Context: an optimization exercise on an open-source flow, tuned for a short achievable clock period and few clock cycles. The choices shown serve that exercise and are no tape-out recipe. Power figures rest on the tool's default switching activity, not on a simulated workload.

==> trial 13 <==
## wisc_proc
module wisc_proc (
	input clk,
	input rst,
	output [15:0] imem_addr,
	input [15:0] imem_rdata,
	output [15:0] dmem_addr,
	output [15:0] dmem_wdata,
	output dmem_en,
	output dmem_wr,
	input [15:0] dmem_rdata,
	output halt
	);
	localparam PRED = 1;
	localparam OP_HALT = 5'b00000, OP_NOP = 5'b00001;
	localparam OP_ADDI = 5'b01000, OP_SUBI = 5'b01001, OP_XORI = 5'b01010, OP_ANDNI = 5'b01011;
	localparam OP_ROLI = 5'b10100, OP_SLLI = 5'b10101, OP_RORI = 5'b10110, OP_SRLI = 5'b10111;
	localparam OP_ST = 5'b10000, OP_LD = 5'b10001, OP_STU = 5'b10011;
	localparam OP_BTR = 5'b11001, OP_ARI = 5'b11011, OP_SHR = 5'b11010;
	localparam OP_SEQ = 5'b11100, OP_SLT = 5'b11101, OP_SLE = 5'b11110, OP_SCO = 5'b11111;
	localparam OP_BEQZ = 5'b01100, OP_BNEZ = 5'b01101, OP_BLTZ = 5'b01110, OP_BGEZ = 5'b01111;
	localparam OP_LBI = 5'b11000, OP_SLBI = 5'b10010;
	localparam OP_J = 5'b00100, OP_JR = 5'b00101, OP_JAL = 5'b00110, OP_JALR = 5'b00111;
	reg [15:0] pc_f;
	reg        v_d;
  ...
Settings: LEC_CHECK=0, CAP_MARGIN=40, CORE_MARGIN=2, CORE_UTILIZATION=40, PLACE_DENSITY=0.6, SETUP_SLACK_MARGIN=5, SLEW_MARGIN=40, SYNTH_HIERARCHICAL=1, SYNTH_MINIMUM_KEEP_SIZE=0, TNS_END_PERCENT=100; clock period 10.5 ns.
standard.sh (not shown) runs the stock make flow with config.mk's settings and CLKGATE_MAP_FILE= SYNTH_SCRIPT=/design/flow/synth_recipe.tcl, a recipe that flattens the netlist after the stock synthesis.
==> flow/flow/run.sh <==
#!/bin/bash
# Standard layout, with timing repair aimed well below the design's
# clock period (the constraints are unchanged; only the repair target).
set -euo pipefail
MARGIN=${MARGIN:-7.3}
bash standard.sh SETUP_SLACK_MARGIN=$MARGIN TNS_END_PERCENT=100 finish > standard.log 2>&1
==> trial 61 (differences from trial 13) <==
--- a/flow/design.v
+++ b/flow/design.v
@@ -54,29 +54,39 @@
 	assign y = ({16{s0}} & d0) | ({16{s1}} & d1) | ({16{s2}} & d2) | ({16{s3}} & d3) |
 	           ({16{s4}} & d4);
 endmodule
 module ftgt (
 	input [7:0] lo,
 	input c8,
-	input neg,
-	input [7:0] ph, input [7:0] ph_m1, input [7:0] ph_p1,
+	input [7:0] h0, input [7:0] h1,
 	output [15:0] tgt
 	);
-	wire [7:0] h0 = neg ? ph_m1 : ph;
-	wire [7:0] h1 = neg ? ph : ph_p1;
 	assign tgt = {c8 ? h1 : h0, lo};
 endmodule
 module ao8x16 (
 	input [7:0] s,
 	input [15:0] d0, input [15:0] d1, input [15:0] d2, input [15:0] d3,
 	input [15:0] d4, input [15:0] d5, input [15:0] d6, input [15:0] d7,
 	output [15:0] y
 	);
 	assign y = ({16{s[0]}} & d0) | ({16{s[1]}} & d1) | ({16{s[2]}} & d2) | ({16{s[3]}} & d3) |
 	           ({16{s[4]}} & d4) | ({16{s[5]}} & d5) | ({16{s[6]}} & d6) | ({16{s[7]}} & d7);
 endmodule
+module add_sx8 (
+	input [15:0] a,
+	input [7:0] imm,
+	output [15:0] s
+	);
+	wire [7:0] lo;
+	wire c8;
+	ks_add8 u_lo (.a(a[7:0]), .b(imm), .s(lo), .cout(c8));
+	wire [7:0] hm1 = a[15:8] - 8'd1;
+	wire [7:0] hp1 = a[15:8] + 8'd1;
+	wire [7:0] hi = c8 ? (imm[7] ? a[15:8] : hp1) : (imm[7] ? hm1 : a[15:8]);
+	assign s = {hi, lo};
+endmodule
 module wisc_proc (
 	input clk,
 	input rst,
 	output [15:0] imem_addr,
 	input [15:0] imem_rdata,
 	output [15:0] dmem_addr,
@@ -124,17 +134,19 @@
 	wire [16:0] sum_e;
 	wire [15:0] dsub_e;
 	ks_add16 u_add_e (.a(a_e), .b(b_e), .cin(1'b0), .s(sum_e[15:0]), .cout(sum_e[16]));
 	wire ge_ba_e;                                  
 	ks_add16 u_sub_e (.a(~a_e), .b(b_e), .cin(1'b1), .s(dsub_e), .cout(ge_ba_e));
 	wire [3:0] sa = b_e[3:0];
-	wire [3:0] amt = shk_e[1] ? (4'd0 - sa) : sa;
-	wire [15:0] r1 = amt[0] ? {a_e[14:0], a_e[15]} : a_e;
-	wire [15:0] r2 = amt[1] ? {r1[13:0], r1[15:14]} : r1;
-	wire [15:0] r4 = amt[2] ? {r2[11:0], r2[15:12]} : r2;
-	wire [15:0] r8 = amt[3] ? {r4[7:0], r4[15:8]} : r4;
+	wire rgt = shk_e[1];
+	wire [3:0] sl = sa & {4{~rgt}};
+	wire [3:0] sr = sa & {4{rgt}};
+	wire [15:0] r1 = ({16{sl[0]}} & {a_e[14:0], a_e[15]}) | ({16{sr[0]}} & {a_e[0], a_e[15:1]}) | ({16{~sa[0]}} & a_e);
+	wire [15:0] r2 = ({16{sl[1]}} & {r1[13:0], r1[15:14]}) | ({16{sr[1]}} & {r1[1:0], r1[15:2]}) | ({16{~sa[1]}} & r1);
+	wire [15:0] r4 = ({16{sl[2]}} & {r2[11:0], r2[15:12]}) | ({16{sr[2]}} & {r2[3:0], r2[15:4]}) | ({16{~sa[2]}} & r2);
+	wire [15:0] r8 = sa[3] ? {r4[7:0], r4[15:8]} : r4;
 	reg [15:0] shm;
 	integer si;
 	always @(*) begin
 		for (si = 0; si < 16; si = si + 1)
 			case (shk_e)
 				2'd1: shm[si] = (si >= sa);
@@ -142,38 +154,32 @@
 				default: shm[si] = 1'b1;
 			endcase
 	end
 	wire [15:0] sh_e = r8 & shm;
 	wire eq_e = (a_e == b_e);
 	wire sgn_d = a_e[15] ^ b_e[15];
-	wire lt_e = sgn_d ? a_e[15] : (ge_ba_e & ~eq_e);
-	wire le_e = sgn_d ? a_e[15] : ge_ba_e;
-	reg cm_e;
-	always @(*) begin
-		case (cmk_e)
-			2'd0: cm_e = eq_e;
-			2'd1: cm_e = lt_e;
-			2'd2: cm_e = le_e;
-			default: cm_e = sum_e[16];
-		endcase
-	end
+	wire c_seq = cmk_e == 2'd0, c_slt = cmk_e == 2'd1, c_sle = cmk_e == 2'd2, c_sco = cmk_e == 2'd3;
+	wire cm_early = (c_seq & eq_e) | ((c_slt | c_sle) & sgn_d & a_e[15]);
+	wire k_ge = ~sgn_d & ((c_slt & ~eq_e) | c_sle);
+	wire cm_late = (k_ge & ge_ba_e) | (c_sco & sum_e[16]);
 	wire [15:0] btr_e;
 	genvar gi;
 	generate for (gi = 0; gi < 16; gi = gi + 1) begin : g_btr
 		assign btr_e[gi] = a_e[15 - gi];
 	end endgenerate
 	wire [15:0] fast_e = s_slbi ? {a_e[7:0], b_e[7:0]} : b_e;
 	wire [15:0] early_e =
 		({16{s_xor}} & (a_e ^ b_e)) |
 		({16{s_andn}} & (a_e & ~b_e)) |
 		({16{s_sh}} & sh_e) |
 		({16{s_btr}} & btr_e) |
-		({16{s_passb | s_slbi}} & fast_e);
+		({16{s_passb | s_slbi}} & fast_e) |
+		{15'b0, s_cmp & cm_early};
 	wire [15:0] res_e;
 	ao4x16 u_res (.s0(s_add), .d0(sum_e[15:0]), .s1(sub_e), .d1(dsub_e),
-		.s2(s_cmp), .d2({15'b0, cm_e}), .s3(1'b1), .d3(early_e), .y(res_e));
+		.s2(s_cmp), .d2({15'b0, cm_late}), .s3(1'b1), .d3(early_e), .y(res_e));
 	wire e_wr = v_e & we_e & ~ld_e;           
 	wire e_fast = s_passb | s_slbi;
 	wire [4:0] op = ir_d[15:11];
 	wire [2:0] rs = ir_d[10:8];
 	wire [2:0] rt = ir_d[7:5];
 	wire [2:0] rdr = ir_d[4:2];
@@ -215,15 +221,14 @@
 	ao4x16 u_fb (.s0(hit_eb), .d0(res_e), .s1(~hit_eb & hit_mb), .d1(dmem_rdata),
 		.s2(~hit_eb & ~hit_mb), .d2(rf_b), .s3(1'b0), .d3(16'b0), .y(fb));
 	wire stall_ld = (use_rs & ldh_a) | (use_rt & ldh_b);
 	wire stall_jr = i_jr & ((hit_ea & ~e_fast) | hit_ma);
 	wire stall = vd & (stall_ld | stall_jr);
 	wire zadd_e = ((a_e ^ b_e) == {a_e[14:0] | b_e[14:0], 1'b0});      
-	wire zsub_e = ((~a_e ^ b_e) == {~a_e[14:0] | b_e[14:0], 1'b1});    
 	wire e_zq = s_add | sub_e | s_xor;             
-	wire ze_e = s_add ? zadd_e : sub_e ? zsub_e : eq_e;
+	wire ze_e = s_add ? zadd_e : eq_e;             
 	wire br_late = (hit_ea & ~e_fast & ~(e_zq & ~op[1])) | (~hit_ea & hit_ma);
 	wire [7:0] rz = {rf7 == 16'b0, rf6 == 16'b0, rf5 == 16'b0, rf4 == 16'b0,
 	                 rf3 == 16'b0, rf2 == 16'b0, rf1 == 16'b0, rf0 == 16'b0};
 	wire [7:0] rn = {rf7[15], rf6[15], rf5[15], rf4[15], rf3[15], rf2[15], rf1[15], rf0[15]};
 	wire fe_zero = (fast_e == 16'b0);
 	wire a_zero = hit_ea ? (e_zq ? ze_e : fe_zero) : rz[rs];
@@ -252,23 +257,23 @@
 	end
 	wire mis_e = v_e & br_e & (btaken_e != bpred_e);
 	wire [15:0] mis_pc = btaken_e ? btgt_e : bfall_e;
 	wire [15:0] tgt_pc, tgt_jr_rf, tgt_jr_e;
 	ks_add16 u_add_pc (.a(pcp2_d), .b(i_j ? sx11 : sx8), .cin(1'b0), .s(tgt_pc), .cout());
 	wire [15:0] jt0, jt1, jt2, jt3, jt4, jt5, jt6, jt7;
-	ks_add16 u_jt0 (.a(rf0), .b(sx8), .cin(1'b0), .s(jt0), .cout());
-	ks_add16 u_jt1 (.a(rf1), .b(sx8), .cin(1'b0), .s(jt1), .cout());
-	ks_add16 u_jt2 (.a(rf2), .b(sx8), .cin(1'b0), .s(jt2), .cout());
-	ks_add16 u_jt3 (.a(rf3), .b(sx8), .cin(1'b0), .s(jt3), .cout());
-	ks_add16 u_jt4 (.a(rf4), .b(sx8), .cin(1'b0), .s(jt4), .cout());
-	ks_add16 u_jt5 (.a(rf5), .b(sx8), .cin(1'b0), .s(jt5), .cout());
-	ks_add16 u_jt6 (.a(rf6), .b(sx8), .cin(1'b0), .s(jt6), .cout());
-	ks_add16 u_jt7 (.a(rf7), .b(sx8), .cin(1'b0), .s(jt7), .cout());
+	add_sx8 u_jt0 (.a(rf0), .imm(ir_d[7:0]), .s(jt0));
+	add_sx8 u_jt1 (.a(rf1), .imm(ir_d[7:0]), .s(jt1));
+	add_sx8 u_jt2 (.a(rf2), .imm(ir_d[7:0]), .s(jt2));
+	add_sx8 u_jt3 (.a(rf3), .imm(ir_d[7:0]), .s(jt3));
+	add_sx8 u_jt4 (.a(rf4), .imm(ir_d[7:0]), .s(jt4));
+	add_sx8 u_jt5 (.a(rf5), .imm(ir_d[7:0]), .s(jt5));
+	add_sx8 u_jt6 (.a(rf6), .imm(ir_d[7:0]), .s(jt6));
+	add_sx8 u_jt7 (.a(rf7), .imm(ir_d[7:0]), .s(jt7));
 	ao8x16 u_jtsel (.s(8'b1 << rs), .d0(jt0), .d1(jt1), .d2(jt2), .d3(jt3), .d4(jt4), .d5(jt5),
 		.d6(jt6), .d7(jt7), .y(tgt_jr_rf));
-	ks_add16 u_add_je (.a(fast_e), .b(sx8), .cin(1'b0), .s(tgt_jr_e), .cout());
+	add_sx8 u_add_je (.a(fast_e), .imm(ir_d[7:0]), .s(tgt_jr_e));
 	wire br_off = |ir_d[7:0];
 	wire br_now = i_br & br_off & ~br_late;
 	wire redir_t = (br_now & br_taken & ~pred_d) | (i_j & ~pred_d) | i_jr;    
 	wire redir_n = br_now & ~br_taken & pred_d;                              
 	wire redirect = vd & ~stall & (redir_t | redir_n);
 	wire imm_s5 = i_alui & ~op[1] | i_st | i_ld;      
@@ -289,14 +294,15 @@
 	wire f_pred = (PRED != 0) & ((f_j & f_short) | f_bb);
 	wire [8:0] f_lo;
 	ks_add8 u_add_f (.a(pcp2_f[7:0]), .b(imem_rdata[7:0]), .s(f_lo[7:0]), .cout(f_lo[8]));
 	wire [7:0] ph = pcp2_f[15:8];
 	wire [7:0] ph_m1 = ph - 8'd1, ph_p1 = ph + 8'd1;
 	wire [15:0] f_tgt;
-	ftgt u_ftgt (.lo(f_lo[7:0]), .c8(f_lo[8]), .neg(imem_rdata[7]), .ph(ph), .ph_m1(ph_m1),
-		.ph_p1(ph_p1), .tgt(f_tgt));
+	wire [7:0] f_h0 = imem_rdata[7] ? ph_m1 : ph;
+	wire [7:0] f_h1 = imem_rdata[7] ? ph : ph_p1;
+	ftgt u_ftgt (.lo(f_lo[7:0]), .c8(f_lo[8]), .h0(f_h0), .h1(f_h1), .tgt(f_tgt));
 	wire sel_mis = ~rst & mis_e;
 	wire sel_red = ~rst & redirect;               
 	wire sel_hold = ~rst & stall;                 
 	wire quiet = ~rst & ~mis_e & ~redirect & ~stall;
 	wire sel_f = quiet & f_pred;
 	wire sel_seq = quiet & ~f_pred;
==> build 50 (differences from trial 13) <==
--- a/flow/design.v
+++ b/flow/design.v
@@ -51,32 +51,12 @@
 	input s4, input [15:0] d4,
 	output [15:0] y
 	);
 	assign y = ({16{s0}} & d0) | ({16{s1}} & d1) | ({16{s2}} & d2) | ({16{s3}} & d3) |
 	           ({16{s4}} & d4);
 endmodule
-module ftgt (
-	input [7:0] lo,
-	input c8,
-	input neg,
-	input [7:0] ph, input [7:0] ph_m1, input [7:0] ph_p1,
-	output [15:0] tgt
-	);
-	wire [7:0] h0 = neg ? ph_m1 : ph;
-	wire [7:0] h1 = neg ? ph : ph_p1;
-	assign tgt = {c8 ? h1 : h0, lo};
-endmodule
-module ao8x16 (
-	input [7:0] s,
-	input [15:0] d0, input [15:0] d1, input [15:0] d2, input [15:0] d3,
-	input [15:0] d4, input [15:0] d5, input [15:0] d6, input [15:0] d7,
-	output [15:0] y
-	);
-	assign y = ({16{s[0]}} & d0) | ({16{s[1]}} & d1) | ({16{s[2]}} & d2) | ({16{s[3]}} & d3) |
-	           ({16{s[4]}} & d4) | ({16{s[5]}} & d5) | ({16{s[6]}} & d6) | ({16{s[7]}} & d7);
-endmodule
 module wisc_proc (
 	input clk,
 	input rst,
 	output [15:0] imem_addr,
 	input [15:0] imem_rdata,
 	output [15:0] dmem_addr,
@@ -260,20 +240,21 @@
 	ks_add16 u_jt2 (.a(rf2), .b(sx8), .cin(1'b0), .s(jt2), .cout());
 	ks_add16 u_jt3 (.a(rf3), .b(sx8), .cin(1'b0), .s(jt3), .cout());
 	ks_add16 u_jt4 (.a(rf4), .b(sx8), .cin(1'b0), .s(jt4), .cout());
 	ks_add16 u_jt5 (.a(rf5), .b(sx8), .cin(1'b0), .s(jt5), .cout());
 	ks_add16 u_jt6 (.a(rf6), .b(sx8), .cin(1'b0), .s(jt6), .cout());
 	ks_add16 u_jt7 (.a(rf7), .b(sx8), .cin(1'b0), .s(jt7), .cout());
-	ao8x16 u_jtsel (.s(8'b1 << rs), .d0(jt0), .d1(jt1), .d2(jt2), .d3(jt3), .d4(jt4), .d5(jt5),
-		.d6(jt6), .d7(jt7), .y(tgt_jr_rf));
+	assign tgt_jr_rf = rfread(rs, jt0, jt1, jt2, jt3, jt4, jt5, jt6, jt7);
 	ks_add16 u_add_je (.a(fast_e), .b(sx8), .cin(1'b0), .s(tgt_jr_e), .cout());
+	wire [15:0] tgt_jr = hit_ea ? tgt_jr_e : tgt_jr_rf;
 	wire br_off = |ir_d[7:0];
 	wire br_now = i_br & br_off & ~br_late;
 	wire redir_t = (br_now & br_taken & ~pred_d) | (i_j & ~pred_d) | i_jr;    
 	wire redir_n = br_now & ~br_taken & pred_d;                              
 	wire redirect = vd & ~stall & (redir_t | redir_n);
+	wire [15:0] redir_pc = i_jr ? tgt_jr : redir_n ? pcp2_d : tgt_pc;
 	wire imm_s5 = i_alui & ~op[1] | i_st | i_ld;      
 	wire use_b = i_ari | i_shr | i_cmp;
 	wire [15:0] imm_d =
 	                  imm_s5 ? sx5 :
 	                  i_lbi ? sx8 :
 	                  i_slbi ? zx8 :
@@ -288,27 +269,24 @@
 	wire f_short = (imem_rdata[10:8] == {3{imem_rdata[7]}});
 	wire f_pred = (PRED != 0) & ((f_j & f_short) | f_bb);
 	wire [8:0] f_lo;
 	ks_add8 u_add_f (.a(pcp2_f[7:0]), .b(imem_rdata[7:0]), .s(f_lo[7:0]), .cout(f_lo[8]));
 	wire [7:0] ph = pcp2_f[15:8];
 	wire [7:0] ph_m1 = ph - 8'd1, ph_p1 = ph + 8'd1;
-	wire [15:0] f_tgt;
-	ftgt u_ftgt (.lo(f_lo[7:0]), .c8(f_lo[8]), .neg(imem_rdata[7]), .ph(ph), .ph_m1(ph_m1),
-		.ph_p1(ph_p1), .tgt(f_tgt));
+	wire [7:0] f_hi0 = imem_rdata[7] ? ph_m1 : ph;
+	wire [7:0] f_hi1 = imem_rdata[7] ? ph : ph_p1;
+	wire [15:0] f_tgt = {f_lo[8] ? f_hi1 : f_hi0, f_lo[7:0]};
 	wire sel_mis = ~rst & mis_e;
 	wire sel_red = ~rst & redirect;               
 	wire sel_hold = ~rst & stall;                 
 	wire quiet = ~rst & ~mis_e & ~redirect & ~stall;
 	wire sel_f = quiet & f_pred;
 	wire sel_seq = quiet & ~f_pred;
-	wire [7:0] pc_sel = {sel_seq, sel_hold, sel_mis, sel_f,
-	                     sel_red & ~i_jr & ~redir_n, sel_red & ~i_jr & redir_n,
-	                     sel_red & i_jr & ~hit_ea, sel_red & i_jr & hit_ea};
 	wire [15:0] pc_next;
-	ao8x16 u_pcn (.s(pc_sel), .d0(tgt_jr_e), .d1(tgt_jr_rf), .d2(pcp2_d), .d3(tgt_pc),
-		.d4(f_tgt), .d5(mis_pc), .d6(pc_f), .d7(pcp2_f), .y(pc_next));
+	ao5x16 u_pcn (.s0(sel_f), .d0(f_tgt), .s1(sel_mis), .d1(mis_pc), .s2(sel_red), .d2(redir_pc),
+		.s3(sel_hold), .d3(pc_f), .s4(sel_seq), .d4(pcp2_f), .y(pc_next));
 	always @(posedge clk)
 		pc_f <= pc_next;
 	always @(posedge clk) begin
 		if (rst) begin
 			v_d <= 1'b0;
 			pred_d <= 1'b0;
CAP_MARGIN = 20   (was 40)
SLEW_MARGIN = 20   (was 40)
==> notes.md <==
| metric | build 50 | trial 13 | trial 61 |
|---|---|---|---|
| Core Footprint | 0.0793 mm2 | 0.0793 mm2 | 0.0771 mm2 |
| Met2 Track Usage GR | 49.0% | 50.7% | 48.4% |
| Count of cells along the worst register-to-register path | 16 | 11 | 17 |
| CP Data Arrival Time | 4700 ps | 4290 ps | 4460 ps |
| Reported leakage power | 15.7 nW | 15.5 nW | 15.3 nW |
| Critical Path Fanout Max | 46 | 26 | 6 |
| Number of nets in the final layout | 4309 | 4260 | 4108 |
| Status | complete, but fails checks | complete, no violations | complete, no violations |
| Layout check failures | max-slew violations | - | - |
| Fraction of met1 tracks used by global routing | 46.3% | 46.1% | 41.6% |
| Area of the multi-input gates | 0.0259 mm2 | 0.0256 mm2 | 0.0244 mm2 |
| Num rows | 103 | 103 | 102 |
| Chip Width | 287 um | 288 um | 282 um |
| Antenna violations before repair | 5 | 4 | 2 |
| Met1 routed wirelength after detailed routing | 59400 um | 60200 um | 53700 um |
| Cell area reported after detailed placement | 0.0341 mm2 | 0.0338 mm2 | 0.0325 mm2 |
| Period utilization | 40.2% | 36.4% | 37.9% |
| Area Overhead vs Synth | 22.8% | 21.0% | 24.6% |
| Pin count of the biggest net entering global routing | 53 | 57 | 67 |
| CTS buffer count | 39 | 40 | 41 |
No functional check of the RTL was part of any run of this note.

[static timing again, ports no longer ideal]
Ports are ideal in the flow. The routed layouts listed here were re-timed in OpenROAD. Step 1, drivers: a clkbuf_16 drives clk and a buf_2 each remaining input, both assumed. Step 2 times the ports against the registers' clock, not the clock port: input delays grow and output delays shrink by t, the midpoint of the rising clock arrivals with the driver on. Three values: no drivers, after step 1, after step 2; two values: the first two.
run | t (ns) | slack for setup (ns) | worst hold slack (ns) | worst slew at a driven data input, ns
trial 13 | 0.652 | 6.683 / 6.683 / 6.115 | 0.327 / 0.327 / 0.327 | 0.09
trial 61 | 0.669 | 6.522 / 6.522 / 6.292 | 0.324 / 0.324 / 0.324 | 0.12
build 50 | 0.655 | 6.275 / 6.275 / 5.717 | 0.326 / 0.326 / 0.326 | 0.05
For trial 13, which loses most, drivers alone change the setup slack by 0.000 ns; drivers and shift together by -0.568 ns.
